Context: an optimization exercise on an open-source flow, tuned for small area, a short achievable clock period and few clock cycles. The choices shown serve that exercise and are no tape-out recipe.
RTL that was checked went through simulation tests only; none was proved equivalent to the original.
For run 1, only the layout was checked, not whether the RTL still works.
Power is estimated from default activity; no workload was simulated.

==> flow/design.v <==
module divider(
	input wire [31:0] dividend,
	input wire [31:0] divisor,
	input clk,
	input rst,
	input start,
	output wire [31:0] quotient,
	output wire [31:0] remainder,
	output wire busy,
	output wire done
);
	reg [31:0] q;
	reg [31:0] r;
	reg [32:0] d;         
	reg [3:0] cnt;
	reg running;
	reg done_r;
	assign quotient = q;
	assign remainder = r;
	assign busy = running;
	assign done = done_r;
	function [5:0] lzc;
		input [31:0] x;
		integer k;
		begin
			lzc = 6'd32;
			for (k = 0; k < 32; k = k + 1)
				if (x[k]) lzc = 6'd31 - k;
		end
	endfunction
	wire [5:0] za = lzc(dividend);
	wire [5:0] zb = lzc(divisor);
	wire b_zero = (divisor == 32'd0);
	wire a_less = (za > zb);              
	wire [4:0] sh = zb[4:0] - za[4:0];    
	wire [32:0] s0 = {divisor, 1'b0};
	wire [32:0] s1 = sh[1] ? {s0[30:0], 2'b0} : s0;
	wire [32:0] s2 = sh[2] ? {s1[28:0], 4'b0} : s1;
	wire [32:0] s3 = sh[3] ? {s2[24:0], 8'b0} : s2;
	wire [32:0] s4 = sh[4] ? {s3[16:0], 16'b0} : s3;
	wire [31:0] h = d[32:1];
	wire [32:0] t1 = {1'b0, r} - {1'b0, h};
	wire [33:0] t2 = {2'b0, r} - {1'b0, d};
	wire [34:0] xr = {3'b0, r};
	wire [34:0] xd = ~{2'b0, d};
	wire [34:0] xh = ~{3'b0, h};
	wire [34:0] cs_s = xr ^ xd ^ xh;
	wire [34:0] cs_c = (xr & xd) | (xr & xh) | (xd & xh);
	wire [34:0] t3 = cs_s - ~{cs_c[33:0], 1'b1};
	wire g1 = ~t1[32];
	wire g2 = ~t2[33];
	wire g3 = ~t3[34];
	wire q1 = g2;
	wire q0 = g3 | (g1 & ~g2);
	wire [31:0] rn = g3 ? t3[31:0] : g2 ? t2[31:0] : g1 ? t1[31:0] : r;
	always @(posedge clk) begin
		if (rst) begin
			running <= 1'b0;
			done_r <= 1'b0;
		end
		else if (!running) begin
			if (start) begin
				r <= dividend;
				d <= s4;
				cnt <= sh[4:1];
				q <= {32{b_zero}};
				running <= ~(b_zero | a_less);
				done_r <= b_zero | a_less;
			end
		end
		else begin
			r <= rn;
			q <= {q[29:0], q1, q0};
			d <= d >> 2;
			cnt <= cnt - 4'd1;
			if (cnt == 4'd0) begin
				running <= 1'b0;
				done_r <= 1'b1;
			end
		end
	end
endmodule
==> flow/run.sh <==
#!/bin/bash
# synth_recipe.tcl (not shown) runs the flow's synth.tcl, then flattens the netlist and writes it again
# the make line also repeats each setting of config.mk as NAME=value (left out here)
make -C /OpenROAD-flow-scripts/flow DESIGN_CONFIG=/design/flow/config.mk WORK_HOME=/design/flow/orfs CLKGATE_MAP_FILE= SYNTH_SCRIPT=/design/flow/synth_recipe.tcl finish
==> flow/config.mk <==
export PLATFORM = sky130hd
export DESIGN_NAME = divider
export DESIGN_NICKNAME = divider
export VERILOG_FILES = /design/flow/design.v
export SDC_FILE = /design/flow/constraint.sdc
export NUM_CORES = 4
export LEC_CHECK = 0
export CAP_MARGIN = 20
export CORE_MARGIN = 2
export CORE_UTILIZATION = 40
export PLACE_DENSITY = 0.6
export SLEW_MARGIN = 20
==> flow/constraint.sdc <==
create_clock -name core_clock -period 8.0 [get_ports {clk}]
set_input_delay 1.6000 -clock core_clock [delete_from_list [all_inputs] [get_ports {clk}]]
set_output_delay 1.6000 -clock core_clock [all_outputs]
set_load 0.01 [all_outputs]
==> run summary, run 1 <==
Min path
The tightest min-delay check is of the flop to flop type. The number of stages on the worst hold path is 1.

STA
The number of setup violations in the final report is 0. The clock period minus worst slack is 6.618 ns. The setup skew after layout is 0.02297 ns. Setup total negative slack on the finished layout was measured at 0 ns. On the final layout, the worst hold slack is 0.5509 ns. The maximum achievable frequency is 151.1 MHz. The final period utilization is 82.72%. The number of failing hold endpoints at the final stage is 0. The final max-slew violation count is 0. For the pin with the worst max-slew slack, the measured transition is 0.9362 ns. Setup slack closes at around 1.4 ns. The worst slew margin relative to its limit is 37.59%.

Setup repair after global routing left no endpoint under its margin.

Setup path
STA classifies the critical path startpoint as an input port. The worst register-to-register path begins at d[21]. The register-to-register setup slack is 2.57 ns.

For this run, the slowest stage of the critical path takes 0.66 ns. The most critical setup path has its startpoint at dividend[5]. The critical path depth is 22. The cell family with the largest share of critical-path delay is compound AO/OA/AOI/OAI gates. The critical path contains buffers and inverters numbering 3 combined. The critical path ends at d[29]. In this run the critical register-to-register path is captured at r[3]. The count of cells along the worst register-to-register path is 12. In this run the worst path has a maximum fanout of 16. The class of the most critical setup path is input port to flop.

The data arrival time of the worst path is between 6 and 7 ns. The cell that appears most often on the critical path is a21oi_1. The cell with the largest stage delay on the worst path is xnor2_2. The signal on the critical path passes through clkdlybuf4s50_1 -> nor2_1 -> o31ai_1 -> a211oi_1 -> nor3_1 -> nor3_1 -> o31a_1 -> o31ai_1 -> a211oi_1 -> nor3_1 -> o31ai_1 -> inv_1 -> ha_1 -> a21oi_1 -> o21bai_1 -> xnor2_2 -> buf_4 -> nor2_1 -> a21oi_1 -> nand2_1 -> a21oi_1 -> a21oi_1. STA classifies the critical path endpoint as a flop.

Data on the critical path is required at its endpoint by 8.11 ns.

Clocking
The number of buffers inserted by post-CTS setup repair is 0. The number of gates resized after cts is 0. The root buffer cell is clkbuf_16. The number of clock buffers inserted by TritonCTS is 9. Hold repair after CTS inserted 0 buffers. Clock tree synthesis found a total of 103 sinks. TritonCTS built the clock tree.

The clock slew seen by the registers of the worst setup and hold paths is 0.10 ns. The number of H-tree branching levels is 3. The source-to-sink clock delay at the later pin of the worst-skew pair is 0.38 ns. The maximum number of buffers from clock root to sink is 2.

Final layout
The share of layout cells above drive strength 1 is 4.351%. The final-stage net count is approximately 1700. The count of inserted antenna diode cells is 0.

Across the whole layout, storage elements account for 0.003077 sq mm. The multi-input combinational cells in the finished layout cover a total of 0.008521 sq mm. Fill cells in the final layout number 2882. From synthesis to final layout, the design area changed by 17.62%.

Floorplan
The floorplan step defined a die boundary enclosing 0.03163 sq mm. The initial utilization of the core area, before any placement, comes to 40.68%. The placeable core region is approximately 0.03 sq mm. 133 I/O pins were placed.

The initialized floorplan defines 63 standard-cell rows. Measured along the y axis, the die boundary spans 177.8 um. The die width is 177.8 um.

Routing
The residual antenna-violating net count after detailed routing is 0. The routed length per placed instance is 21.07 um. Summing over every cut layer, the via total after detailed routing is 11480. The via density per instance is 5.950.

Summed over all layers, the routed wires come to 40.67 mm. For this run, design rule violations remaining after detail routing come to 0. For this run, the detailed router's first-pass iteration total came to 6.

The count of routing violations after the opening detailed-route iteration is 921.

Pwr
In this run the static leakage power is 0.005891 uW. The worst-case IR drop observed on VDD is 0.1569 mV. The power per cell area is 256.0 mW/mm^2.

Global route
The overall overflow remaining after global route is 0. Global routing used 25.74% of the available tracks across all layers. The maximum number of pins on one net before global-route repair is 70. The via count of the first global-routing pass is 11030. The number of antenna violations at the first check in global routing is 0. The first global-routing pass estimated 62.66 mm of wire.

Place
Once detailed placement completed, the half-perimeter wirelength came to 32.12 mm. Timing analysis after detailed placement gives a worst setup slack of 1.188 ns. Buffers placed on the I/O ports in this run total 132.

Routability-driven placement finished with a final weighted congestion of 1.030.

Synth
The cell area that synthesis handed to floorplanning was 0.01209 sq mm. The most used flip-flop cell after synthesis is edfxtp_1. For this run, the number of Yosys warnings is 1. Counting flops with an async set or reset pin after synthesis yields a share of 0%. After synthesis, flip-flops and latches occupy 25.42% of the total area. The average size of a mapped cell is 8.519 sq um. Counting flops with a built-in enable in the synthesized netlist gives 101. The post-synth net total is about 1600. The netlist uses between 70 and 80 different library cells. Synthesis produced a netlist whose cell count is 1419.

Synthesis inferred 103 register bits.

Run
The tool flagged a number of max-cap violations equal to 0.

Status
The run finished with no timing, DRC or antenna violations.
[stage by stage]
step | instances | utilization, % | total power, uW | cell area, sq um
6_report | 1930 | 47.84 | 3640 | 14220
5_1_grt | 1930 | 47.84 | 3903 | 14220
4_1_cts | 1930 | 47.84 | 3604 | 14220
3_5_place_dp | 1914 | 46.77 | 3087 | 13900
3_3_place_gp | 1914 | 46.77 | 3077 | 13900
2_1_floorplan | 1419 | - | 2441 | 12090
[cell usage after synthesis, types with 35 or more instances]
cell,n,area share [%]
fa_1,36,6.0
a21o_1,59,3.7
inv_1,90,2.8
xnor2_1,61,4.4
o21ai_0,95,3.9
edfxtp_1,101,25
ha_1,107,11
mux2i_1,48,4.0
nor2_1,112,3.5
clkbuf_1,35,1.1
nand2_1,133,4.1
a21oi_1,133,5.5
[sequential cells by signal, summed over array words and instances (netlist names)]
name     cells
done_r       1
q           32
d           33
cnt          4
r           32
running      1
[metal layers]
layer  up-vias  track usage [%]  wire length (um)
li1       5498                -                 -
met1      5510            35.62             18180
met2       409            41.47             18770
met3        67            2.956              2419
met4         0            9.051              1299
met5         -                0                 0
[power by group]
group | switching [uW] | total (uW) | internal [uW] | leakage (uW)
logic | 1390 | 2360 | 973 | 0.00475
registers | 76.4 | 768 | 692 | 0.000989
clock network | 279 | 509 | 230 | 0.000154
[worst min path at each step]
| stage | startpoint | to | slack (ns) |
|---|---|---|---|
| final | q[13] | q[15] | 0.55 |
| after global routing | q[13] | q[15] | 0.58 |
| after CTS | q[13] | q[15] | 0.55 |
| after detailed placement | q[11] | q[13] | 0.53 |
| after global placement | q[11] | q[13] | 0.53 |
| after floorplan | d[7] | d[5] | 0.52 |
[cells in the final DEF (no fill, tap or decap), types with 12 or more instances in the layout]
master           count
nor2_1             110
o21bai_1            17
xnor2_1             59
nor3_1              28
edfxtp_1           101
and3_1              12
nand2_1            133
mux2i_1             48
buf_4               20
o31ai_1             21
nor4_1              15
fa_1                36
a21o_1              59
a31oi_1             13
nand3_1             31
o21ai_0             95
a211oi_1            27
o211ai_1            15
ha_1               107
inv_1               90
xor2_1              20
o21a_1              24
clkdlybuf4s50_1    132
a21oi_1            132
nor2b_1             23
[kinds of logic (layout without fill, tap and decap cells)]
family / Yosys count / in the layout / share of synthesized area, %
DFF: 103 / 103 / 25.42
muxes: 53 / 53 / 4.658
adders and majority gates: 143 / 143 / 17.04
buffers and inverters: 138 / 259 / 4.503
xor gates and xnor gates: 82 / 82 / 5.941
and+or+nand+nor: 403 / 403 / 15.32
AOI/OAI and AO/OA: 497 / 497 / 27.12
[area by class of cell]
cell class	instances	area share, %
Multi-Input combinational cell	1178	59.93
Clock buffer	9	1.584
Tap cell	390	3.432
Sequential cell	103	21.64
Inverter	91	2.403
Timing Repair Buffer	152	10.35
Clock inverter	7	0.6600
==> run 2: changes to the inputs <==
==> flow/design.v (replaced) <==
module divider(
	input wire [31:0] dividend,
	input wire [31:0] divisor,
	input clk,
	input rst,
	input start,
	output wire [31:0] quotient,
	output wire [31:0] remainder,
	output wire busy,
	output wire done
);
	reg [31:0] q;
	reg [31:0] r;
	reg [32:0] d;
	reg [3:0] cnt;
	reg running;
	reg done_r;
	assign quotient = q;
	assign remainder = r;
	assign busy = running;
	assign done = done_r;
	function [5:0] lzc;
		input [31:0] x;
		reg [15:0] v1; reg [15:0] c1;
		reg [7:0] v2; reg [15:0] c2;
		reg [3:0] v3; reg [11:0] c3;
		reg [1:0] v4; reg [7:0] c4;
		reg v5; reg [4:0] c5;
		integer k;
		begin
			for (k = 0; k < 16; k = k + 1) begin
				v1[k] = x[2*k+1] | x[2*k];
				c1[k] = ~x[2*k+1];
			end
			for (k = 0; k < 8; k = k + 1) begin
				v2[k] = v1[2*k+1] | v1[2*k];
				c2[2*k+:2] = v1[2*k+1] ? {1'b0, c1[2*k+1]} : {1'b1, c1[2*k]};
			end
			for (k = 0; k < 4; k = k + 1) begin
				v3[k] = v2[2*k+1] | v2[2*k];
				c3[3*k+:3] = v2[2*k+1] ? {1'b0, c2[4*k+2+:2]} : {1'b1, c2[4*k+:2]};
			end
			for (k = 0; k < 2; k = k + 1) begin
				v4[k] = v3[2*k+1] | v3[2*k];
				c4[4*k+:4] = v3[2*k+1] ? {1'b0, c3[6*k+3+:3]} : {1'b1, c3[6*k+:3]};
			end
			v5 = v4[1] | v4[0];
			c5 = v4[1] ? {1'b0, c4[7:4]} : {1'b1, c4[3:0]};
			lzc = v5 ? {1'b0, c5} : 6'd32;
		end
	endfunction
	wire [5:0] za = lzc(dividend);
	wire [5:0] zb = lzc(divisor);
	wire b_zero = (divisor == 32'd0);
	wire a_less = (za > zb);              
	wire [4:0] sh = zb[4:0] - za[4:0];    
	wire [32:0] s0 = {divisor, 1'b0};
	wire [32:0] s1 = sh[1] ? {s0[30:0], 2'b0} : s0;
	wire [32:0] s2 = sh[2] ? {s1[28:0], 4'b0} : s1;
	wire [32:0] s3 = sh[3] ? {s2[24:0], 8'b0} : s2;
	wire [32:0] s4 = sh[4] ? {s3[16:0], 16'b0} : s3;
	wire [32:0] d1 = d >> 1;
	wire [33:0] diff1 = {2'b0, r} - {1'b0, d};
	wire ge1 = ~diff1[33];
	wire [31:0] r1 = ge1 ? diff1[31:0] : r;
	wire [32:0] diff2 = {1'b0, r1} - {1'b0, d1[31:0]};
	wire ge2 = ~diff2[32];
	wire [31:0] r2 = ge2 ? diff2[31:0] : r1;
	always @(posedge clk) begin
		if (rst) begin
			running <= 1'b0;
			done_r <= 1'b0;
		end
		else if (!running) begin
			if (start) begin
				r <= dividend;
				d <= s4;
				cnt <= sh[4:1];
				q <= {32{b_zero}};
				running <= ~(b_zero | a_less);
				done_r <= b_zero | a_less;
			end
		end
		else begin
			r <= r2;
			q <= {q[29:0], ge1, ge2};
			d <= d >> 2;
			cnt <= cnt - 4'd1;
			if (cnt == 4'd0) begin
				running <= 1'b0;
				done_r <= 1'b1;
			end
		end
	end
endmodule
==> run 2 against run 1 <==
Routed wire length fell by 16%. Flip-flop and latch count did not move. Critical path depth fell by 3. Core utilization rose by 0.69 points. Global-route usage fell by 0.47 points. Non-clock buffer count did not move. Fmax rose by 1.5%. Combinational power fell by 28%. Clock-buffer cell count did not move. Die area fell by 15%. Power fell by 20%. Worst hold slack improved by 0.0063 ns. Critical path type unchanged.
==> run summary, run 2 <==
Setup path
The maximum fanout count along the critical path was 12 (was 16). The count of cells along the worst register-to-register path is 20 (was 12). The startpoint of the most critical register-to-register path is d[4] (was d[21]). The beginning of the critical path is dividend[30] (was dividend[5]). The class of the most critical setup path was input port to flop (unchanged). The category of the worst setup path capture point was a flop (unchanged). The reg-to-reg critical path endpoint is r[30] (was r[3]).

The critical path startpoint category is an input port (unchanged). The endpoint of the most critical setup path is d[22] (was d[29]). The register-to-register setup slack is 1.53 ns (was 2.57 ns). The data arrival time of the worst path is 6.60 ns (was 6.73 ns). The worst path required time is 8.08 ns (was 8.11 ns).

Floorplan
The die width is 164.4 um (was 177.8 um). The y dimension of the die was 164.4 um (was 177.8 um). The starting utilization of the core area is 40.76% (was 40.68%). The total die area is 0.02703 sq mm (was 0.03163 sq mm). The placeable core region came to 0.02525 sq mm (was 0.02972 sq mm).

The number of primary I/O pins is 133 (unchanged). The number of placement rows is 58 (was 63).

Synth
The cell with the most instances after synthesis is a21oi_1. Cell types with the highest counts after synthesis: a21oi_1 (135), nand2_1 (117), nor2_1 (116) (was a21oi_1 (133), nand2_1 (133), nor2_1 (112)). The commonest register cell after synthesis is edfxtp_1 (unchanged). The dominant combinational cell family by area after synthesis was compound AO/OA/AOI/OAI gates (unchanged).

The XOR/XNOR share of the synthesized area is 5.190% (was 5.941%). The share of the synthesized area in compound gates (AO/OA/AOI/OAI) is 27.71% (was 27.12%). The share of synthesized cell area in and, or, nand and nor gates is 16.88% (was 15.32%). Top area cells in the synthesized netlist: edfxtp_1 (29%), ha_1 (9.1%), a21oi_1 (6.6%), mux2i_1 (5.1%), a21o_1 (5.0%) (was edfxtp_1 (25%), ha_1 (11%), fa_1 (6.0%), a21oi_1 (5.5%), xnor2_1 (4.4%)). The share of the synthesized area in the top cell type is 29.46% (was 25.09%). The number of register bits inferred by synthesis is 103 (unchanged). The count of flip-flops with a built-in enable after synthesis is 101 (unchanged).

The average size of a mapped cell is 8.255 sq um (was 8.519 sq um). The number of distinct library cells after synthesis is 77 (was 76). The count of mapped cells out of synthesis is 1247 (was 1419). The cell taking the most area after synthesis is edfxtp_1 (unchanged). The area share of fa/ha/maj cells after synthesis was 9.700% (was 17.04%). The post-synthesis sequential area ratio is 29.85% (was 25.42%). The mux contribution to synthesized area is 5.676% (was 4.658%).

The synthesized area is 0.01029 sq mm (was 0.01209 sq mm). The post-synth net total is 1392 (was 1629). The fraction of synthesis flops using an asynchronous set or reset pin is 0% (unchanged). The synthesis warning total was 1 (unchanged).

STA
The final max-slew violation count is 0 (unchanged). RSZ-0062 raised after global routing: false (unchanged). The worst slew margin relative to its limit is 36.13% (was 37.59%). The number of failing hold endpoints at the final stage is 0 (unchanged). The actual slew at the worst max-slew pin is 0.9580 ns (was 0.9362 ns). The maximum achievable frequency came to 153.4 MHz (was 151.1 MHz). The clock period minus worst slack was 6.518 ns (was 6.618 ns).

The setup skew after layout is 0.01386 ns (was 0.02297 ns). The number of setup violations in the final report is 0 (unchanged). The final period utilization is 81.47% (was 82.72%).

The final sum of negative setup slack was 0 ns (unchanged).

Status
Outcome: finished clean (unchanged).

Clocking
The number of buffers inserted by post-CTS setup repair is 0 (unchanged). The clock slew seen by the registers of the worst setup and hold paths came to 0.09 ns (was 0.10 ns). The source-to-sink clock delay at the later pin of the worst-skew pair was 0.37 ns (was 0.38 ns). The root buffer cell is clkbuf_16 (unchanged). The number of H-tree branching levels is 3 (unchanged).

The maximum number of buffers from clock root to sink came to 2 (unchanged). The clock tree from TritonCTS is done (unchanged). The clock sink count was 103 (unchanged).

The number of gates resized after cts is 0 (unchanged). The cts-stage hold buffer count is 0 (unchanged). The number of clock buffers inserted by TritonCTS is 9 (unchanged).

Global route
The first-pass GRT wire length is 52.90 mm (was 62.66 mm). The overall overflow remaining after global route is 0 (unchanged). The total routing resource utilization after global routing was 25.27% (was 25.74%).

The number of antenna violations at the first check in global routing is 0 (unchanged). The maximum number of pins on one net before global-route repair is 64 (was 70). The via count of the first global-routing pass was 9454 (was 11030).

Pwr
The proportion of power drawn by flip-flops and latches was 25.3% (was 21.1%). The relative contribution of combinational cells to total power is 58.6% (was 64.9%). The internal cell power is 1607 uW (was 1895 uW). The total power consumption of the routed design is 2898 uW (was 3640 uW). The clock group share of total power came to 16.1% (was 14.0%). The switching power is 1291 uW (was 1745 uW). The power per cell area is 236.5 mW/mm^2 (was 256.0 mW/mm^2). The switching portion of total power is 44.53% (was 47.94%). The worst supply voltage drop on vdd was 0.1308 mV (was 0.1569 mV).

The leakage dissipation came to 0.005239 uW (was 0.005891 uW).

Final layout
The number of flip-flops in the largest register was 33 (unchanged). The area overhead of the layout relative to synthesis is 19.06% (was 17.62%). The count of inserted antenna diode cells came to 0 (unchanged).

The number of filler instances in the final layout was 2550 (was 2882). The register ranked first by flip-flop count was d (unchanged). Highest-count cells in the layout ignoring fill and taps: a21oi_1 (135), clkdlybuf4s50_1 (132), nand2_1 (117) (was nand2_1 (133), a21oi_1 (132), clkdlybuf4s50_1 (132)).

The share of layout cells above drive strength 1 is 5.081% (was 4.351%). Registers with the highest flip-flop counts: d: 33 flops, q: 32 flops, r: 32 flops (unchanged). The most common cell after layout, fill and taps aside is a21oi_1 (was nand2_1). The area occupied by multi-input gates is 0.006735 sq mm (was 0.008521 sq mm). The final-stage net count came to 1498 (was 1745). The register area is 0.003077 sq mm (unchanged).

Routing
The post-route met1 wirelength is 16.18 mm (was 18.18 mm). The residual DRC count came to 0 (unchanged). The first-pass detailed-route iteration total came to 5 (was 6). The uppermost layer routed is met4 (unchanged). The final wirelength came to 34.23 mm (was 40.67 mm). The overall via count from detail_route is 9989 (was 11480).

The count of routing violations after the opening detailed-route iteration is 933 (was 921). The routed length per placed instance was 20.28 um (was 21.07 um). The residual antenna-violating net count after detailed routing came to 0 (unchanged). The met3 wirelength from detailed routing is 1.579 mm (was 2.419 mm). The routed length on met2 is 15.42 mm (was 18.77 mm).

The via density per instance is 5.918 (was 5.950).

Place
The number of input and output port buffers inserted is 132 (unchanged). The final estimated routing congestion in global placement is 0.9592 (was 1.030). The detailed placement HPWL came to 26.85 mm (was 32.12 mm).

Run
The number of maximum-capacitance constraint violations is 0 (unchanged).

Min path
The kind of path behind the tightest hold check is flop to flop (unchanged).
-- run 2: layout make-up --
cell class	count	share of cell area, %
timing repair buffer	152	12.01
multi-input combinational	1017	54.96
sequential	103	25.10
inverter	70	2.144
clock buffer	9	1.838
tap	330	3.369
clock inverter	7	0.5819
-- run 2: worst min-delay path by stage --
| stage | start | to | cells past startpoint | slack [ns] |
|---|---|---|---|---|
| global route | q[21] | q[23] | 1 | 0.58 |
| detailed placement | q[21] | q[23] | 1 | 0.54 |
| floorplan | d[7] | d[5] | 2 | 0.52 |
| finish | q[10] | q[12] | 1 | 0.56 |
| CTS | q[14] | q[16] | 1 | 0.56 |
| global placement | q[11] | q[13] | 1 | 0.53 |
-- run 2: critical path, cell delays in order --
cell	delay, ns
clkdlybuf4s50_1	0.46
or4_1	0.58
or4b_1	0.57
or2_2	0.37
nor2b_2	0.19
o22a_1	0.15
o21ai_1	0.09
inv_1	0.08
ha_1	0.13
inv_1	0.06
fa_2	0.38
xnor2_2	0.61
buf_4	0.27
mux2i_1	0.22
mux2i_1	0.13
nand2_1	0.11
o21ai_0	0.08
a221oi_1	0.44
a21oi_1	0.07
-- run 2: power by group through the flow --
stage / Clock, uW / Combinational, uW / Sequential (uW)
detailed placement: 0 / 1670 / 744
global route: 494 / 1870 / 741
global placement: 0 / 1670 / 743
CTS: 476 / 1680 / 732
floorplan: 0 / 1210 / 741
finish: 468 / 1700 / 733
-- run 2: per-stage QoR --
stage	util [%]	hold WS (ns)	worst slack [ns]	cells	area, sq um
2_1_floorplan	-	0.5237	1.592	1247	10290
3_5_place_dp	47.35	0.5395	1.135	1672	11960
6_report	48.53	0.5572	1.482	1688	12260
4_1_cts	48.53	0.5582	1.496	1688	12260
3_3_place_gp	47.35	0.5295	1.253	1672	11960
5_1_grt	48.53	0.5773	1.134	1688	12260
-- run 2: routing by layer --
| layer | vias up | GRT usage, % |
|---|---|---|
| met5 | - | 0 |
| met3 | 58 | 2.536 |
| met4 | 0 | 8.182 |
| met1 | 4758 | 35.55 |
| li1 | 4856 | - |
| met2 | 317 | 40.83 |
-- run 2: cell families (layout without fill, tap and decap cells) --
family,after synthesis,in the layout
fa+ha+maj,78,78
simple gates,376,376
compound gates,445,445
xor+xnor,61,61
buf+inv,127,238
flops,103,103
mux,57,57
Testbench counts of run 2, summed over its fixed seeds: cycles 6,289.
==> run 3: changes to the inputs <==
--- a/flow/config.mk
+++ b/flow/config.mk
@@ -9,4 +9,5 @@
 export CORE_MARGIN = 2
 export CORE_UTILIZATION = 40
 export PLACE_DENSITY = 0.6
+export SETUP_SLACK_MARGIN = 2
 export SLEW_MARGIN = 20
==> run 3 against run 2 <==
Still clean. Non-clock buffer count grew 16. First-iteration DRC count decreased by 3.3%. Register-to-register slack better by 0.72 ns. Global-route usage grew 0.72 points. Power rose by 3.2%. Largest power group unchanged. Highest routed layer unchanged.
==> run summary, run 3 <==
Global route
The first-pass GRT wire length came to 54.52 mm (was 52.90 mm). The via count of the first global-routing pass was 9747 (was 9454). The met3 routing resource usage after global routing was 3.767% (was 2.536%).

The global routing usage on met1 is 36.23% (was 35.55%). The overall overflow remaining after global route is 0 (unchanged). The met2 global-route usage was 41.86% (was 40.83%). The total routing resource utilization after global routing was 25.99% (was 25.27%). The most used routing layer in global routing was met2 (unchanged). The maximum number of pins on one net before global-route repair was 70 (was 64).

The number of antenna violations at the first check in global routing is 0 (unchanged).

Synth
The synthesized area is 0.01029 sq mm (unchanged). The cell with the most instances after synthesis is a21oi_1 (unchanged). The post-synth net total is 1392 (unchanged). The number of distinct library cells after synthesis is 77 (unchanged).

The count of flip-flops with a built-in enable after synthesis came to 101 (unchanged). The cell taking the most area after synthesis is edfxtp_1 (unchanged). The count of mapped cells out of synthesis is 1247 (unchanged). The average size of a mapped cell is 8.255 sq um (unchanged).

Cell types with the highest counts after synthesis: a21oi_1 (135), nand2_1 (117), nor2_1 (116) (unchanged). The post-synthesis sequential area ratio is 29.85% (unchanged). The fraction of synthesis flops using an asynchronous set or reset pin is 0% (unchanged). The commonest register cell after synthesis is edfxtp_1 (unchanged). Top area cells in the synthesized netlist: edfxtp_1 (29%), ha_1 (9.1%), a21oi_1 (6.6%), mux2i_1 (5.1%), a21o_1 (5.0%) (unchanged).

The number of register bits inferred by synthesis came to 103 (unchanged). The synthesis warning total is 1 (unchanged). The share of the synthesized area in the top cell type is 29.46% (unchanged).

Routing
The routed length per placed instance is 20.65 um (was 20.28 um). The count of routing violations after the opening detailed-route iteration is 902 (was 933). The first-pass detailed-route iteration total is 6 (was 5). The final wirelength is 35.19 mm (was 34.23 mm). The via density per instance is 5.927 (was 5.918). The overall via count from detail_route was 10100 (was 9989).

The residual DRC count is 0 (unchanged). The residual antenna-violating net count after detailed routing is 0 (unchanged).

Final layout
The area overhead of the layout relative to synthesis is 22.64% (was 19.06%). The register ranked first by flip-flop count is d (unchanged). The number of flip-flops in the largest register is 33 (unchanged). The number of filler instances in the final layout is 2486 (was 2550).

The share of layout cells above drive strength 1 is 8.151% (was 5.081%). The final-stage net count is 1514 (was 1498). The most common cell after layout, fill and taps aside is a21oi_1 (unchanged).

Registers with the highest flip-flop counts: d: 33 flops, q: 32 flops, r: 32 flops (unchanged). The final instance count without filler cells is 1704 (was 1688). The count of inserted antenna diode cells is 0 (unchanged). Highest-count cells in the layout ignoring fill and taps: a21oi_1 (130), clkdlybuf4s50_1 (129), nand2_1 (116) (was a21oi_1 (135), clkdlybuf4s50_1 (132), nand2_1 (117)).

STA
The clock period minus worst slack was 5.892 ns (was 6.518 ns). The setup skew after layout is 0.01621 ns (was 0.01386 ns). The worst slew margin relative to its limit was 38.73% (was 36.13%). The maximum achievable frequency is 169.7 MHz (was 153.4 MHz). The final max-slew violation count came to 0 (unchanged). The worst hold slack is 0.5560 ns (was 0.5572 ns).

The final sum of negative setup slack is 0 ns (unchanged). The number of setup violations in the final report is 0 (unchanged). The actual slew at the worst max-slew pin came to 0.9168 ns (was 0.9580 ns). The final period utilization is 73.64% (was 81.47%). The number of failing hold endpoints at the final stage is 0 (unchanged). RSZ-0062 raised after global routing: false (unchanged).

Setup path
The category of the worst setup path capture point is a flop (unchanged). The data arrival time of the worst path is 5.98 ns (was 6.60 ns). The maximum fanout count along the critical path is 7 (was 12). The class of the most critical setup path is input port to flop (unchanged). The maximum cell stage delay along the critical path came to 0.54 ns (was 0.61 ns).

The critical path buffer and inverter count is 4 (unchanged). Cell Chain, Critical Path: clkdlybuf4s50_1 -> or4_4 -> or4b_4 -> or2_4 -> nor2b_4 -> o22a_1 -> o21ai_1 -> inv_1 -> ha_1 -> inv_1 -> fa_2 -> xnor2_4 -> buf_12 -> mux2i_2 -> nor2_1 -> a31oi_2 -> nor2_1 -> a21oi_2 -> nand2_1 -> a21oi_1 -> a21oi_1 (was clkdlybuf4s50_1 -> or4_1 -> or4b_1 -> or2_2 -> nor2b_2 -> o22a_1 -> o21ai_1 -> inv_1 -> ha_1 -> inv_1 -> fa_2 -> xnor2_2 -> buf_4 -> mux2i_1 -> mux2i_1 -> nand2_1 -> o21ai_0 -> a221oi_1 -> a21oi_1). The cell with the largest stage delay on the worst path is or4b_4 (was xnor2_2). The critical path startpoint category is an input port (unchanged).

The cell family with the largest share of critical-path delay is simple AND/OR/NAND/NOR gates (unchanged). The worst path required time is 8.09 ns (was 8.08 ns).

Clocking
The root buffer cell is clkbuf_16 (unchanged). The clock tree from TritonCTS is done (unchanged). The source-to-sink clock delay at the later pin of the worst-skew pair is 0.37 ns (about the same).

The number of clock buffers inserted by TritonCTS came to 9 (unchanged). The number of H-tree branching levels was 3 (unchanged). The maximum number of buffers from clock root to sink is 2 (unchanged).

The clock slew seen by the registers of the worst setup and hold paths came to 0.09 ns (about the same). The clock sink count is 103 (unchanged).

Pwr
The worst supply voltage drop on vdd came to 0.1202 mV (was 0.1308 mV). The internal cell power is 1655 uW (was 1607 uW). The power per cell area is 236.9 mW/mm^2 (was 236.5 mW/mm^2). The relative contribution of combinational cells to total power was 59.7% (was 58.6%). The total power consumption of the routed design is 2990 uW (was 2898 uW).

The clock group share of total power is 15.9% (was 16.1%). The leakage dissipation came to 0.005411 uW (was 0.005239 uW). The switching power was 1335 uW (was 1291 uW). The proportion of power drawn by flip-flops and latches was 24.4% (was 25.3%). The switching portion of total power is 44.66% (was 44.53%).

Floorplan
The starting utilization of the core area is 40.76% (unchanged). The y dimension of the die is 164.4 um (unchanged). The number of primary I/O pins is 133 (unchanged). The placeable core region is 0.02525 sq mm (unchanged). The number of placement rows is 58 (unchanged). The total die area is 0.02703 sq mm (unchanged). The die width came to 164.4 um (unchanged).

Place
The final estimated routing congestion in global placement is 0.9826 (was 0.9592). The number of input and output port buffers inserted is 132 (unchanged). The number of cells after detailed placement is 1672 (unchanged).

The detailed placement HPWL is 27.25 mm (was 26.85 mm).

Run
The number of maximum-capacitance constraint violations came to 0 (unchanged).

Status
Outcome: finished clean (unchanged).

Min path
The kind of path behind the tightest hold check is flop to flop (unchanged).
-- run 3: cell types whose count changed in the layout (fill, tap and decap cells not counted), sizes merged --
cell	delta
inv	-1
clkbuf	+1
buf	+14
clkdlybuf4s50	-3
bufbuf	+1
dlymetal6s2s	+3
clkinv	+1
-- run 3: final cells by class --
cell class | instances | area, sq um | area share (%)
inverter | 70 | 262.8 | 2.081
clock buffer | 9 | 225.2 | 1.784
clock inverter | 7 | 86.33 | 0.6838
timing repair buffer | 168 | 1670 | 13.23
tap | 330 | 412.9 | 3.271
sequential | 103 | 3077 | 24.37
multi-input combinational | 1017 | 6890 | 54.58
-- run 3: logic make-up after synthesis --
group	Yosys count	synth area share, %
muxes	57	5.676
buffers and inverters	127	4.983
adders and majority gates	78	9.700
and+or+nand+nor	376	16.88
AOI/OAI and AO/OA	445	27.71
xor gates and xnor gates	61	5.190
DFF	103	29.85
-- run 3: worst paths after layout --
| check | startpoint | end | slack (ns) | depth (start not counted) |
|---|---|---|---|---|
| setup / recovery | dividend[31] | d[30] | 2.11 | 21 |
| hold reg to reg | q[3] | q[5] | 0.56 | 1 |
| hold / removal | q[3] | q[5] | 0.56 | 1 |
| setup reg to reg | d[8] | r[31] | 2.25 | 22 |
-- run 3: worst register-to-register path, delay by kind of cell (launching register included) --
family	cells	cell delay [ns]
AO/OA/AOI/OAI	10	2.16
adder cells (fa/ha/maj)	2	0.74
buffers and inverters	4	0.93
flip-flops	1	0.40
AND/OR/NAND/NOR	6	1.26
-- run 3: through the flow --
stage	util (%)	setup WS, ns	area (sq um)
floorplan	-	2.093	10300
global placement	47.32	1.395	11950
detailed placement	47.34	1.319	11960
CTS	49.19	1.963	12420
global route	49.99	1.998	12620
finish	49.99	2.108	12620
-- run 3: per-layer routing --
layer	wire length, um	up-vias	share of wire [%]
met5	0	-	0
met4	903	0	2.6
met3	1923	54	5.5
met2	16250	343	46
met1	16110	4831	46
li1	-	4871	-
-- run 3: power by group through the flow --
stage          Combinational (uW)  Sequential, uW  Clock, uW
2_1_floorplan                1210             739          0
3_3_place_gp                 1690             741          0
3_5_place_dp                 1680             742          0
4_1_cts                      1720             730        485
5_1_grt                      1960             738        501
6_report                     1780             730        476
-- run 3: what timing repair did --
| item | CTS | global route |
|---|---|---|
| pin swaps | 2 | 6 |
| gates resized for setup | 15 | 29 |
| hold buffers | 0 | 0 |
| setup endpoints to repair | 21 | 58 |
| gates cloned | 1 | 1 |
| setup buffers | 6 | 8 |
==> run 4: changes to the inputs <==
--- a/flow/config.mk
+++ b/flow/config.mk
@@ -9,5 +9,5 @@
 export CORE_MARGIN = 2
 export CORE_UTILIZATION = 40
 export PLACE_DENSITY = 0.6
-export SETUP_SLACK_MARGIN = 2
+export SETUP_SLACK_MARGIN = 3
 export SLEW_MARGIN = 20
==> run 4 against run 3 <==
Still clean on timing, DRC and antenna. Combinational power increased by 44%. Routed wire length rose by 13%. Via count grew 8.8%. Core utilization increased by 11 points. Fmax increased by 5.9%. First-iteration DRC count is 9.5% higher. Register-to-register slack gained 0.52 ns. Synthesized area did not move. Clock-buffer cell count unchanged. Highest routed layer unchanged.
==> run summary, run 4 <==
Floorplan
The number of placement rows was 58 (unchanged). The starting utilization of the core area is 40.76% (unchanged). The die width was 164.4 um (unchanged).

The total die area is 0.02703 sq mm (unchanged). The placeable core region was 0.02525 sq mm (unchanged). The y dimension of the die is 164.4 um (unchanged). The number of primary I/O pins came to 133 (unchanged).

Clocking
The clock slew seen by the registers of the worst setup and hold paths is 0.09 ns (about the same). The clock sink count is 103 (unchanged). The number of H-tree branching levels is 3 (unchanged). The number of clock buffers inserted by TritonCTS is 9 (unchanged). The clock tree from TritonCTS was done (unchanged). The root buffer cell is clkbuf_16 (unchanged). The cts-stage hold buffer count is 0 (unchanged).

The source-to-sink clock delay at the later pin of the worst-skew pair is 0.37 ns (about the same). The maximum number of buffers from clock root to sink came to 2 (unchanged).

Routing
The count of routing violations after the opening detailed-route iteration is 988 (was 902). The residual antenna-violating net count after detailed routing came to 0 (unchanged). The residual DRC count came to 0 (unchanged). The via density per instance is 6.072 (was 5.927). The routed length per placed instance was 22.05 um (was 20.65 um). The final wirelength is 39.90 mm (was 35.19 mm). The first-pass detailed-route iteration total is 5 (was 6).

The overall via count from detail_route is 10990 (was 10100).

Synth
The post-synth net total is 1392 (unchanged). The mux contribution to synthesized area is 5.676% (unchanged). The commonest register cell after synthesis was edfxtp_1 (unchanged). Top area cells in the synthesized netlist: edfxtp_1 (29%), ha_1 (9.1%), a21oi_1 (6.6%), mux2i_1 (5.1%), a21o_1 (5.0%) (unchanged). The share of the synthesized area in the top cell type is 29.46% (unchanged). The synthesized area was 0.01029 sq mm (unchanged). The dominant combinational cell family by area after synthesis was compound AO/OA/AOI/OAI gates (unchanged). The count of mapped cells out of synthesis came to 1247 (unchanged). The average size of a mapped cell is 8.255 sq um (unchanged). The cell taking the most area after synthesis was edfxtp_1 (unchanged). The fraction of synthesis flops using an asynchronous set or reset pin came to 0% (unchanged). The post-synthesis sequential area ratio came to 29.85% (unchanged).

The number of distinct library cells after synthesis is 77 (unchanged). The share of synthesized cell area in and, or, nand and nor gates was 16.88% (unchanged). The count of flip-flops with a built-in enable after synthesis is 101 (unchanged). Cell types with the highest counts after synthesis: a21oi_1 (135), nand2_1 (117), nor2_1 (116) (unchanged). The area share of fa/ha/maj cells after synthesis is 9.700% (unchanged). The XOR/XNOR share of the synthesized area was 5.190% (unchanged). The synthesis warning total is 1 (unchanged). The cell with the most instances after synthesis is a21oi_1 (unchanged). The number of register bits inferred by synthesis is 103 (unchanged). The share of the synthesized area in compound gates (AO/OA/AOI/OAI) came to 27.71% (unchanged).

Setup path
The maximum fanout count along the critical path came to 5 (was 7). The critical path startpoint category is an input port (unchanged). The cell that appears most often on the critical path is a21oi_2. The maximum cell stage delay along the critical path came to 0.58 ns (was 0.54 ns). The cell family with the largest share of critical-path delay is simple AND/OR/NAND/NOR gates (unchanged). The data arrival time of the worst path came to 5.66 ns (was 5.98 ns).

The critical path buffer and inverter count came to 4 (unchanged). The register-to-register setup slack is 2.77 ns (was 2.25 ns). The category of the worst setup path capture point is a flop (unchanged).

The cell with the largest stage delay on the worst path was clkdlybuf4s50_1 (was or4b_4). The class of the most critical setup path is input port to flop (unchanged). Cell Chain, Critical Path: clkdlybuf4s50_1 -> nor4_2 -> and3_4 -> and3_1 -> nand2b_2 -> o21a_1 -> ha_2 -> inv_2 -> fa_2 -> xnor2_4 -> buf_12 -> buf_8 -> mux2i_4 -> mux2i_2 -> a21oi_2 -> nand2_1 -> a21oi_2 -> a21oi_1 (was clkdlybuf4s50_1 -> or4_4 -> or4b_4 -> or2_4 -> nor2b_4 -> o22a_1 -> o21ai_1 -> inv_1 -> ha_1 -> inv_1 -> fa_2 -> xnor2_4 -> buf_12 -> mux2i_2 -> nor2_1 -> a31oi_2 -> nor2_1 -> a21oi_2 -> nand2_1 -> a21oi_1 -> a21oi_1).

The worst path required time is 8.10 ns (was 8.09 ns).

Global route
The total routing resource utilization after global routing is 27.95% (was 25.99%). The overall overflow remaining after global route is 0 (unchanged). The maximum number of pins on one net before global-route repair is 69 (was 70).

The via count of the first global-routing pass came to 10450 (was 9747). The first-pass GRT wire length is 58.36 mm (was 54.52 mm). The number of antenna violations at the first check in global routing was 0 (unchanged).

STA
The final max-slew violation count is 0 (unchanged). The maximum achievable frequency is 179.7 MHz (was 169.7 MHz). The setup skew after layout is 0.01522 ns (was 0.01621 ns). The number of setup violations in the final report was 0 (unchanged). RSZ-0062 raised after global routing: true (was false). The number of failing hold endpoints at the final stage is 0 (unchanged). The worst slew margin relative to its limit is 40.76% (was 38.73%). The final sum of negative setup slack came to 0 ns (unchanged). The final period utilization is 69.56% (was 73.64%).

The clock period minus worst slack was 5.565 ns (was 5.892 ns). The actual slew at the worst max-slew pin is 0.8886 ns (was 0.9168 ns).

Status
Outcome: finished clean (unchanged).

Final layout
The register ranked first by flip-flop count is d (unchanged). The count of inserted antenna diode cells was 0 (unchanged). The most common cell after layout, fill and taps aside is clkdlybuf4s50_1 (was a21oi_1). The share of layout cells above drive strength 1 came to 30.90% (was 8.151%). The final instance count without filler cells is 1809 (was 1704).

The share of the core filled with cells is 61.14% (was 49.99%). Highest-count cells in the layout ignoring fill and taps: clkdlybuf4s50_1 (123), nand2_1 (101), edfxtp_1 (101) (was a21oi_1 (130), clkdlybuf4s50_1 (129), nand2_1 (116)). The number of flip-flops in the largest register is 33 (unchanged). The number of filler instances in the final layout came to 2111 (was 2486). Registers with the highest flip-flop counts: d: 33 flops, q: 32 flops, r: 32 flops (unchanged). The final-stage net count is 1619 (was 1514).

The cell area after layout is 0.01544 sq mm (was 0.01262 sq mm). The area overhead of the layout relative to synthesis came to 50.01% (was 22.64%).

Pwr
The leakage dissipation is 0.006206 uW (was 0.005411 uW). The total power consumption of the routed design is 3789 uW (was 2990 uW). The power per cell area was 245.4 mW/mm^2 (was 236.9 mW/mm^2).

The worst supply voltage drop on vdd came to 0.1238 mV (was 0.1202 mV).

Place
The detailed placement HPWL is 26.79 mm (was 27.25 mm). The instance area after placement is 0.01201 sq mm (was 0.01196 sq mm). The number of input and output port buffers inserted is 132 (unchanged). The number of cells after detailed placement is 1669 (was 1672). The final estimated routing congestion in global placement was 0.9793 (was 0.9826).

Run
The number of maximum-capacitance constraint violations came to 0 (unchanged).

Min path
The kind of path behind the tightest hold check is flop to flop (unchanged).
## run 4: cell counts after synthesis
Identical to the previous run, type by type.
## run 4: metrics by stage
stage / hold slack, ns / worst slack, ns
2_1_floorplan: 0.5237 / 2.586
3_3_place_gp: 0.5285 / 1.438
3_5_place_dp: 0.5376 / 1.315
4_1_cts: 0.5603 / 2.611
5_1_grt: 0.5819 / 2.320
6_report: 0.5584 / 2.435
## run 4: routing by layer
layer | part of all wire, % | global-route usage (%)
met4 | 2.8 | 9.012
met1 | 43 | 38.40
met3 | 6.6 | 2.788
met5 | 0 | 0
met2 | 48 | 46.33
## run 4: cell type report
type,instances,area [sq um],share of cell area (%)
repair buffers,271,2734,17.71
well taps,330,412.9,2.674
inverters,70,262.8,1.702
multi-input cells,1019,8636,55.93
clock inverters,7,93.84,0.6077
flip-flops and latches,103,3077,19.93
clock buffers,9,225.2,1.459
## run 4: report_power, final
part / internal, uW / leakage (uW) / switching (uW)
clock network: 227 / 0.000154 / 254
logic: 1190 / 0.00506 / 1380
registers: 683 / 0.000990 / 55.6
## run 4: final timing paths
| kind | startpoint | end | depth (start not counted) |
|---|---|---|---|
| max | divisor[11] | d[30] | 18 |
| min | q[25] | q[27] | 1 |
| max reg2reg | d[1] | r[9] | 26 |
| min reg2reg | q[25] | q[27] | 1 |
## run 4: cells by family (layout without fill, tap and decap cells)
kind of cell | after synthesis | after routing
compound gates | 445 | 445
xor+xnor | 61 | 62
fa+ha+maj | 78 | 78
buf+inv | 127 | 357
flops | 103 | 103
mux | 57 | 57
simple gates | 376 | 377
## run 4: repair_timing
item | 4_1_cts | 5_1_grt
hold endpoints to repair | 0 | 0
buffers inserted | 84 | 32
setup endpoints to repair | 71 | 70
cloned | 7 | 0
gates resized for setup | 270 | 180
pin swaps | 68 | 89
==> run 5: changes to the inputs <==
==> flow/flow/run.sh (new file) <==
#!/bin/bash
set -euo pipefail
export BUFFER_PORTS_ARGS="-buffer_cell sky130_fd_sc_hd__buf_2"
bash standard.sh > standard_flow.log 2>&1
==> flow/standard.sh (new file) <==
#!/bin/bash
# synth_recipe.tcl (not shown) runs the flow's synth.tcl, then flattens the netlist and writes it again
# the make line also repeats each setting of config.mk as NAME=value (left out here)
make -C /OpenROAD-flow-scripts/flow DESIGN_CONFIG=/design/flow/config.mk WORK_HOME=/design/flow/orfs CLKGATE_MAP_FILE= SYNTH_SCRIPT=/design/flow/synth_recipe.tcl "${@:-finish}"
--- a/flow/config.mk
+++ b/flow/config.mk
@@ -9,5 +9,5 @@
 export CORE_MARGIN = 2
 export CORE_UTILIZATION = 40
 export PLACE_DENSITY = 0.6
-export SETUP_SLACK_MARGIN = 3
+export SETUP_SLACK_MARGIN = 2
 export SLEW_MARGIN = 20
removed: flow/run.sh
==> run 5 against run 4 <==
Core utilization shrank 14 points. Sequential share of layout area grew 5.7 points. Combinational power shrank 32%. Register-to-register slack lost 0.42 ns. Sequential power shrank 2%. Global-route usage shrank 2.4 points. Worst hold slack lost 0.0094 ns. Clock power shrank 1%. Clock-buffer cell count is the same. Power shrank 22%. Worst setup slack lost 0.29 ns.
==> run summary, run 5 <==
Setup path
The worst path required time is 8.08 ns (was 8.10 ns). The critical path startpoint category was an input port (unchanged). The category of the worst setup path capture point is a flop (unchanged). The maximum fanout count along the critical path is 12 (was 5). The data arrival time of the worst path is 5.94 ns (was 5.66 ns).

The register-to-register setup slack came to 2.35 ns (was 2.77 ns). The class of the most critical setup path is input port to flop (unchanged).

Global route
The maximum number of pins on one net before global-route repair is 77 (was 69). The number of antenna violations at the first check in global routing came to 0 (unchanged). The first-pass GRT wire length is 53.41 mm (was 58.36 mm). The overall overflow remaining after global route is 0 (unchanged). The total routing resource utilization after global routing is 25.52% (was 27.95%). The via count of the first global-routing pass was 9460 (was 10450).

Place
The number of input and output port buffers inserted is 132 (unchanged). The number of cells after detailed placement came to 1669 (unchanged). The instance area after placement is 0.01130 sq mm (was 0.01201 sq mm). The final estimated routing congestion in global placement was 0.9278 (was 0.9793). The detailed placement HPWL is 26.91 mm (was 26.79 mm).

Final layout
The count of inserted antenna diode cells is 0 (unchanged). The cell area after layout came to 0.01201 sq mm (was 0.01544 sq mm). The final instance count without filler cells is 1703 (was 1809). The area occupied by multi-input gates was 0.006950 sq mm (was 0.008636 sq mm). The final-stage net count is 1513 (was 1619). The area overhead of the layout relative to synthesis came to 16.69% (was 50.01%). The register area is 0.003077 sq mm (unchanged). Registers with the highest flip-flop counts: d: 33 flops, q: 32 flops, r: 32 flops (unchanged).

The register ranked first by flip-flop count is d (unchanged). The number of flip-flops in the largest register was 33 (unchanged). Highest-count cells in the layout ignoring fill and taps: buf_2 (132), a21oi_1 (127), nand2_1 (116) (was clkdlybuf4s50_1 (123), nand2_1 (101), edfxtp_1 (101)). The most common cell after layout, fill and taps aside was buf_2 (was clkdlybuf4s50_1). The number of filler instances in the final layout is 2518 (was 2111). The share of layout cells above drive strength 1 is 17.84% (was 30.90%).

Synth
Cell types with the highest counts after synthesis: a21oi_1 (135), nand2_1 (117), nor2_1 (116) (unchanged). Top area cells in the synthesized netlist: edfxtp_1 (29%), ha_1 (9.1%), a21oi_1 (6.6%), mux2i_1 (5.1%), a21o_1 (5.0%) (unchanged). The synthesized area was 0.01029 sq mm (unchanged).

The share of the synthesized area in the top cell type is 29.46% (unchanged). The average size of a mapped cell is 8.255 sq um (unchanged). The mux contribution to synthesized area is 5.676% (unchanged). The area share of fa/ha/maj cells after synthesis is 9.700% (unchanged).

The synthesis warning total is 1 (unchanged). The XOR/XNOR share of the synthesized area is 5.190% (unchanged). The post-synthesis sequential area ratio came to 29.85% (unchanged). The dominant combinational cell family by area after synthesis is compound AO/OA/AOI/OAI gates (unchanged).

The number of distinct library cells after synthesis is 77 (unchanged). The fraction of synthesis flops using an asynchronous set or reset pin is 0% (unchanged). The count of flip-flops with a built-in enable after synthesis came to 101 (unchanged). The share of synthesized cell area in and, or, nand and nor gates is 16.88% (unchanged). The commonest register cell after synthesis is edfxtp_1 (unchanged).

The post-synth net total is 1392 (unchanged). The share of the synthesized area in compound gates (AO/OA/AOI/OAI) is 27.71% (unchanged). The number of register bits inferred by synthesis is 103 (unchanged). The count of mapped cells out of synthesis is 1247 (unchanged). The cell taking the most area after synthesis is edfxtp_1 (unchanged). The cell with the most instances after synthesis is a21oi_1 (unchanged).

Floorplan
The total die area is 0.02703 sq mm (unchanged). The y dimension of the die was 164.4 um (unchanged). The starting utilization of the core area is 40.76% (unchanged). The placeable core region is 0.02525 sq mm (unchanged). The number of primary I/O pins was 133 (unchanged).

The number of placement rows came to 58 (unchanged). The die width is 164.4 um (unchanged).

STA
The number of failing hold endpoints at the final stage is 0 (unchanged). The maximum achievable frequency is 170.7 MHz (was 179.7 MHz). The actual slew at the worst max-slew pin was 0.8820 ns (was 0.8886 ns). The number of setup violations in the final report is 0 (unchanged). RSZ-0062 raised after global routing: true (unchanged). The setup skew after layout is 0.01118 ns (was 0.01522 ns). The final max-slew violation count is 0 (unchanged). The final sum of negative setup slack was 0 ns (unchanged).

The final period utilization is 73.21% (was 69.56%). The worst slew margin relative to its limit is 41.20% (was 40.76%). The clock period minus worst slack is 5.857 ns (was 5.565 ns).

Clocking
The maximum number of buffers from clock root to sink is 2 (unchanged). The number of clock buffers inserted by TritonCTS was 9 (unchanged). The root buffer cell is clkbuf_16 (unchanged). The clock slew seen by the registers of the worst setup and hold paths is 0.09 ns (about the same). The source-to-sink clock delay at the later pin of the worst-skew pair is 0.37 ns (about the same). The clock tree from TritonCTS was done (unchanged). The number of H-tree branching levels is 3 (unchanged). The cts-stage hold buffer count is 0 (unchanged). The clock sink count is 103 (unchanged).

Routing
The residual antenna-violating net count after detailed routing is 0 (unchanged). The final wirelength is 34.76 mm (was 39.90 mm). The overall via count from detail_route is 9980 (was 10990). The count of routing violations after the opening detailed-route iteration was 990 (was 988). The via density per instance is 5.860 (was 6.072). The residual DRC count was 0 (unchanged).

The first-pass detailed-route iteration total is 6 (was 5). The routed length per placed instance was 20.41 um (was 22.05 um).

Pwr
The total power consumption of the routed design came to 2950 uW (was 3789 uW). The power per cell area is 245.6 mW/mm^2 (was 245.4 mW/mm^2). The leakage dissipation is 0.005416 uW (was 0.006206 uW).

The worst supply voltage drop on vdd is 0.1133 mV (was 0.1238 mV).

Min path
The kind of path behind the tightest hold check is flop to flop (unchanged).

Run
The number of maximum-capacitance constraint violations is 0 (unchanged).

Status
Outcome: finished clean (unchanged).
## run 5: where the power goes
part | internal [uW] | total, uW | leakage, uW | switching, uW
Combinational | 700 | 1750 | 0.00427 | 1050
Sequential | 682 | 727 | 0.000990 | 44.7
Clock | 229 | 474 | 0.000155 | 245
Total | 1610 | 2950 | 0.00542 | 1340
## run 5: layout make-up
type | count | area share, %
Clock buffer | 9 | 1.875
Sequential cell | 103 | 25.61
Inverter | 70 | 2.188
Timing Repair Buffer | 166 | 8.260
Tap cell | 330 | 3.438
Clock inverter | 7 | 0.7604
Multi-Input combinational cell | 1018 | 57.86
## run 5: final timing paths
| kind | from | endpoint | cells past startpoint |
|---|---|---|---|
| worst max-delay path | dividend[30] | d[30] | 21 |
| worst min-delay path | q[17] | q[19] | 1 |
| worst max register to register | r[0] | r[2] | 21 |
| worst min register to register | q[17] | q[19] | 1 |
## run 5: worst max-delay path, stage by stage
cell     delay, ns
buf_2         0.12
or4_4         0.55
or4b_4        0.54
or2_2         0.37
nor2b_4       0.13
o22a_1        0.13
o21ai_1       0.11
inv_1         0.09
ha_1          0.13
inv_1         0.06
fa_4          0.49
xnor2_4       0.24
buf_12        0.17
mux2i_4       0.24
nor2_1        0.07
a31oi_2       0.29
nor2_1        0.10
a21oi_2       0.17
nand2_1       0.09
a21oi_2       0.19
a21oi_1       0.06
## run 5: kinds of logic (layout without fill, tap and decap cells)
group / after synthesis / after routing
fa+ha+maj: 78 / 78
compound gates: 445 / 445
mux: 57 / 57
buf+inv: 127 / 252
flops: 103 / 103
simple gates: 376 / 376
xor+xnor: 61 / 62
## run 5: timing repair
| item | in CTS | in global routing |
|---|---|---|
| endpoints found under the setup margin | 26 | 48 |
| resized for setup | 17 | 29 |
| setup buffers | 5 | 11 |
| cloned | 1 | 1 |
| pin swaps | 3 | 5 |
## run 5: through the flow
step                      setup WS (ns)  hold slack [ns]  util (%)
after floorplan                   2.093           0.5237         -
after detailed placement          1.005           0.5320     44.73
after global placement           0.9830           0.5237     44.62
after CTS                         2.008           0.5483     46.68
final                             2.143           0.5490     47.56
after global routing              1.973           0.5671     47.56
## run 5: metal layers
metal	global-route usage (%)	part of all wire (%)
met5	0	0
met2	39.69	44
met4	8.577	3.2
met3	3.817	6.4
met1	36.26	46
==> run 6: changes to the inputs <==
==> flow/flow/run.sh (replaced) <==
#!/bin/bash
set -euo pipefail
export BUFFER_PORTS_ARGS="-buffer_cell sky130_fd_sc_hd__buf_1"
bash standard.sh > standard_flow.log 2>&1
==> run 6 against run 5 <==
Flip-flop and latch count stayed put. Still clean. Clock power is 1% higher. Via count is 0.15% lower. Worst setup slack better by 0.098 ns. Sequential share of layout area is 0.67 points higher. Critical path depth is 2 lower. First-iteration DRC count is 26% lower. Register-to-register slack worse by 0.09 ns. Highest routed layer unchanged. Largest cell class unchanged. Final area is 2.5% lower.
==> run summary, run 6 <==
Routing
The residual DRC count came to 0 (unchanged). The count of routing violations after the opening detailed-route iteration was 729 (was 990). The residual antenna-violating net count after detailed routing is 0 (unchanged). The final wirelength is 34.67 mm (was 34.76 mm). The routed length per placed instance is 20.40 um (was 20.41 um).

The via density per instance is 5.862 (was 5.860). The overall via count from detail_route came to 9965 (was 9980). The first-pass detailed-route iteration total was 6 (unchanged).

Status
Outcome: finished clean (unchanged).

Clocking
The maximum number of buffers from clock root to sink is 2 (unchanged). The root buffer cell is clkbuf_16 (unchanged). The clock slew seen by the registers of the worst setup and hold paths was 0.09 ns (about the same). The clock tree from TritonCTS is done (unchanged). The number of clock buffers inserted by TritonCTS is 9 (unchanged). The clock sink count is 103 (unchanged). The number of H-tree branching levels is 3 (unchanged). The source-to-sink clock delay at the later pin of the worst-skew pair is 0.37 ns (about the same).

Pwr
The proportion of power drawn by flip-flops and latches is 25.2% (was 24.6%). The clock group share of total power is 16.4% (was 16.1%). The power per cell area was 249.0 mW/mm^2 (was 245.6 mW/mm^2). The internal cell power was 1579 uW (was 1612 uW). The switching power is 1337 uW (was 1339 uW).

The relative contribution of combinational cells to total power is 58.4% (was 59.3%). The leakage dissipation was 0.004994 uW (was 0.005416 uW). The switching portion of total power is 45.86% (was 45.37%). The worst supply voltage drop on vdd is 0.1403 mV (was 0.1133 mV).

Floorplan
The placeable core region is 0.02525 sq mm (unchanged). The number of primary I/O pins came to 133 (unchanged). The number of placement rows is 58 (unchanged).

The y dimension of the die is 164.4 um (unchanged). The die width is 164.4 um (unchanged). The total die area is 0.02703 sq mm (unchanged). The starting utilization of the core area was 40.76% (unchanged).

Global route
The overall overflow remaining after global route is 0 (unchanged). The maximum number of pins on one net before global-route repair is 61 (was 77). The number of antenna violations at the first check in global routing came to 0 (unchanged). The via count of the first global-routing pass was 9524 (was 9460).

The total routing resource utilization after global routing is 25.64% (was 25.52%). The first-pass GRT wire length came to 52.94 mm (was 53.41 mm).

Final layout
The register ranked first by flip-flop count is d (unchanged). The share of the core filled with cells is 46.36% (was 47.56%). Registers with the highest flip-flop counts: d: 33 flops, q: 32 flops, r: 32 flops (unchanged). The most common cell after layout, fill and taps aside is buf_1 (was buf_2). The share of layout cells above drive strength 1 was 7.299% (was 17.84%). The number of flip-flops in the largest register came to 33 (unchanged). The final-stage net count was 1510 (was 1513). Highest-count cells in the layout ignoring fill and taps: buf_1 (132), a21oi_1 (130), nand2_1 (117) (was buf_2 (132), a21oi_1 (127), nand2_1 (116)). The area overhead of the layout relative to synthesis is 13.74% (was 16.69%). The count of inserted antenna diode cells was 0 (unchanged).

STA
The number of setup violations in the final report is 0 (unchanged). The clock period minus worst slack is 5.758 ns (was 5.857 ns). The final max-slew violation count was 0 (unchanged). The final sum of negative setup slack is 0 ns (unchanged). The worst slew margin relative to its limit came to 45.23% (was 41.20%). The maximum achievable frequency is 173.7 MHz (was 170.7 MHz). The setup skew after layout is 0.01277 ns (was 0.01118 ns). The final period utilization came to 71.98% (was 73.21%).

RSZ-0062 raised after global routing: false (was true). The number of failing hold endpoints at the final stage was 0 (unchanged). The actual slew at the worst max-slew pin is 0.8129 ns (was 0.8820 ns).

Place
The number of input and output port buffers inserted was 132 (unchanged). The detailed placement HPWL is 27.18 mm (was 26.91 mm). The final estimated routing congestion in global placement is 0.9397 (was 0.9278).

Synth
The count of flip-flops with a built-in enable after synthesis is 101 (unchanged). The post-synth net total is 1392 (unchanged). The cell taking the most area after synthesis is edfxtp_1 (unchanged).

The number of register bits inferred by synthesis is 103 (unchanged). The fraction of synthesis flops using an asynchronous set or reset pin is 0% (unchanged). The count of mapped cells out of synthesis came to 1247 (unchanged).

The number of distinct library cells after synthesis is 77 (unchanged). The commonest register cell after synthesis was edfxtp_1 (unchanged). Cell types with the highest counts after synthesis: a21oi_1 (135), nand2_1 (117), nor2_1 (116) (unchanged). The post-synthesis sequential area ratio is 29.85% (unchanged). Top area cells in the synthesized netlist: edfxtp_1 (29%), ha_1 (9.1%), a21oi_1 (6.6%), mux2i_1 (5.1%), a21o_1 (5.0%) (unchanged).

The average size of a mapped cell is 8.255 sq um (unchanged). The cell with the most instances after synthesis is a21oi_1 (unchanged). The share of the synthesized area in the top cell type was 29.46% (unchanged). The synthesis warning total is 1 (unchanged). The synthesized area was 0.01029 sq mm (unchanged).

Min path
The kind of path behind the tightest hold check is flop to flop (unchanged).

Setup path
The maximum fanout count along the critical path was 9 (was 12). The critical path startpoint category is an input port (unchanged). The category of the worst setup path capture point was a flop (unchanged). The class of the most critical setup path is input port to flop (unchanged). The data arrival time of the worst path was 5.85 ns (was 5.94 ns). The worst path required time is 8.09 ns (was 8.08 ns).

Run
The number of maximum-capacitance constraint violations is 0 (unchanged).
run 6: repair_timing:
| item | CTS | global route |
|---|---|---|
| pin swaps | 2 | 3 |
| setup buffers | 4 | 9 |
| hold buffers | 0 | 0 |
| gates cloned | 0 | 0 |
| resized for setup | 8 | 19 |
| endpoints found under the setup margin | 13 | 40 |
run 6: power groups by stage:
stage,logic [uW],clock network [uW],registers [uW]
after global routing,1870,503,742
after floorplan,1210,0,739
after CTS,1650,484,734
final,1700,479,735
after detailed placement,1630,0,746
after global placement,1630,0,744
run 6: worst max-delay path, cell delays in order:
cell and delay, ns:
buf_1 0.12, or4_4 0.54, or4b_4 0.54, or2_2 0.37, nor2b_4 0.14, o22a_1 0.13
o21ai_1 0.12, inv_1 0.09, ha_1 0.13, inv_1 0.06, fa_2 0.39, xnor2_2 0.18
buf_6 0.17, mux2i_2 0.23, nor2_1 0.07, a31oi_2 0.25, o21ai_1 0.12, a221oi_2 0.47
a21oi_1 0.08
run 6: cells by family (layout without fill, tap and decap cells):
logic type / after synthesis / after routing / share of synthesized area, %
AO/OA/AOI/OAI: 445 / 445 / 27.71
buffers and inverters: 127 / 250 / 4.983
multiplexers: 57 / 57 / 5.676
XOR/XNOR: 61 / 61 / 5.190
AND/OR/NAND/NOR: 376 / 376 / 16.88
adder cells (fa/ha/maj): 78 / 78 / 9.700
flip-flops: 103 / 103 / 29.85
run 6: final cells by class:
| cell class | count | area, sq um |
|---|---|---|
| Clock buffer | 9 | 225.2 |
| Clock inverter | 7 | 88.84 |
| Fill cell | 2577 | 13550 |
| Inverter | 70 | 262.8 |
| Multi-Input combinational cell | 1017 | 6849 |
| Sequential cell | 103 | 3077 |
| Tap cell | 330 | 412.9 |
| Timing Repair Buffer | 164 | 792.0 |
run 6: per-layer routing:
metal  GRT usage, %  part of all wire (%)  vias to the layer above
met3          2.762                   5.4                       54
met4          9.723                   3.5                        0
met1          35.39                    45                     4725
li1               -                     -                     4858
met2          41.44                    46                      328
met5              0                     0                        -
run 6: path summary, 6_finish.rpt:
| kind | startpoint | to | slack (ns) | cells past startpoint |
|---|---|---|---|---|
| hold / removal | q[18] | q[20] | 0.55 | 1 |
| setup / recovery | dividend[29] | d[22] | 2.24 | 19 |
| hold reg to reg | q[18] | q[20] | 0.55 | 1 |
| setup reg to reg | r[0] | r[2] | 2.26 | 21 |
run 6: through the flow:
| stage | hold slack (ns) | power (uW) | cells | setup slack (ns) | cell area [sq um] |
|---|---|---|---|---|---|
| floorplan | 0.5237 | 1953 | 1247 | 2.093 | 10300 |
| global placement | 0.5280 | 2373 | 1669 | 1.085 | 11110 |
| detailed placement | 0.5333 | 2373 | 1671 | 1.139 | 11160 |
| CTS | 0.5595 | 2872 | 1691 | 1.991 | 11550 |
| global route | 0.5710 | 3111 | 1700 | 2.027 | 11710 |
| finish | 0.5541 | 2916 | 1700 | 2.242 | 11710 |

## separate check: timing with driven ports
The results above use ideal ports. As a check the final layouts listed here were re-extracted and re-timed, cells and wires unchanged. Step 1: set_driving_cell puts a clkbuf_16 on clk and a buf_2 on each other input, an assumption about the parent block. Step 2, shift: input delay + t, output delay - t, t = (earliest + latest rising clock arrival at the registers) / 2. This alone moves slack from input paths to output paths. Slacks: ideal / step 1 / step 2; pairs: ideal / step 1.
run | shift t [ns] | setup WS [ns] | hold slack, ns | slew at the worst register clock pin (ns)
run 1 | 0.417 | 1.382 / 1.402 / 0.984 | 0.551 / 0.551 / 0.551 | 0.10 / 0.10
run 2 | 0.407 | 1.482 / 1.504 / 1.097 | 0.557 / 0.557 / 0.557 | 0.09 / 0.09
run 3 | 0.411 | 2.108 / 2.127 / 1.715 | 0.556 / 0.556 / 0.556 | 0.09 / 0.09
run 4 | 0.416 | 2.435 / 2.437 / 2.021 | 0.558 / 0.558 / 0.558 | 0.09 / 0.09
run 5 | 0.408 | 2.143 / 2.166 / 1.758 | 0.549 / 0.549 / 0.549 | 0.09 / 0.09
run 6 | 0.414 | 2.242 / 2.263 / 1.849 | 0.554 / 0.554 / 0.554 | 0.09 / 0.09
After both steps every run listed still meets setup and hold. The setup slack of run 4, which loses most, moves by +0.002 ns with the drivers and by -0.414 ns with both steps.
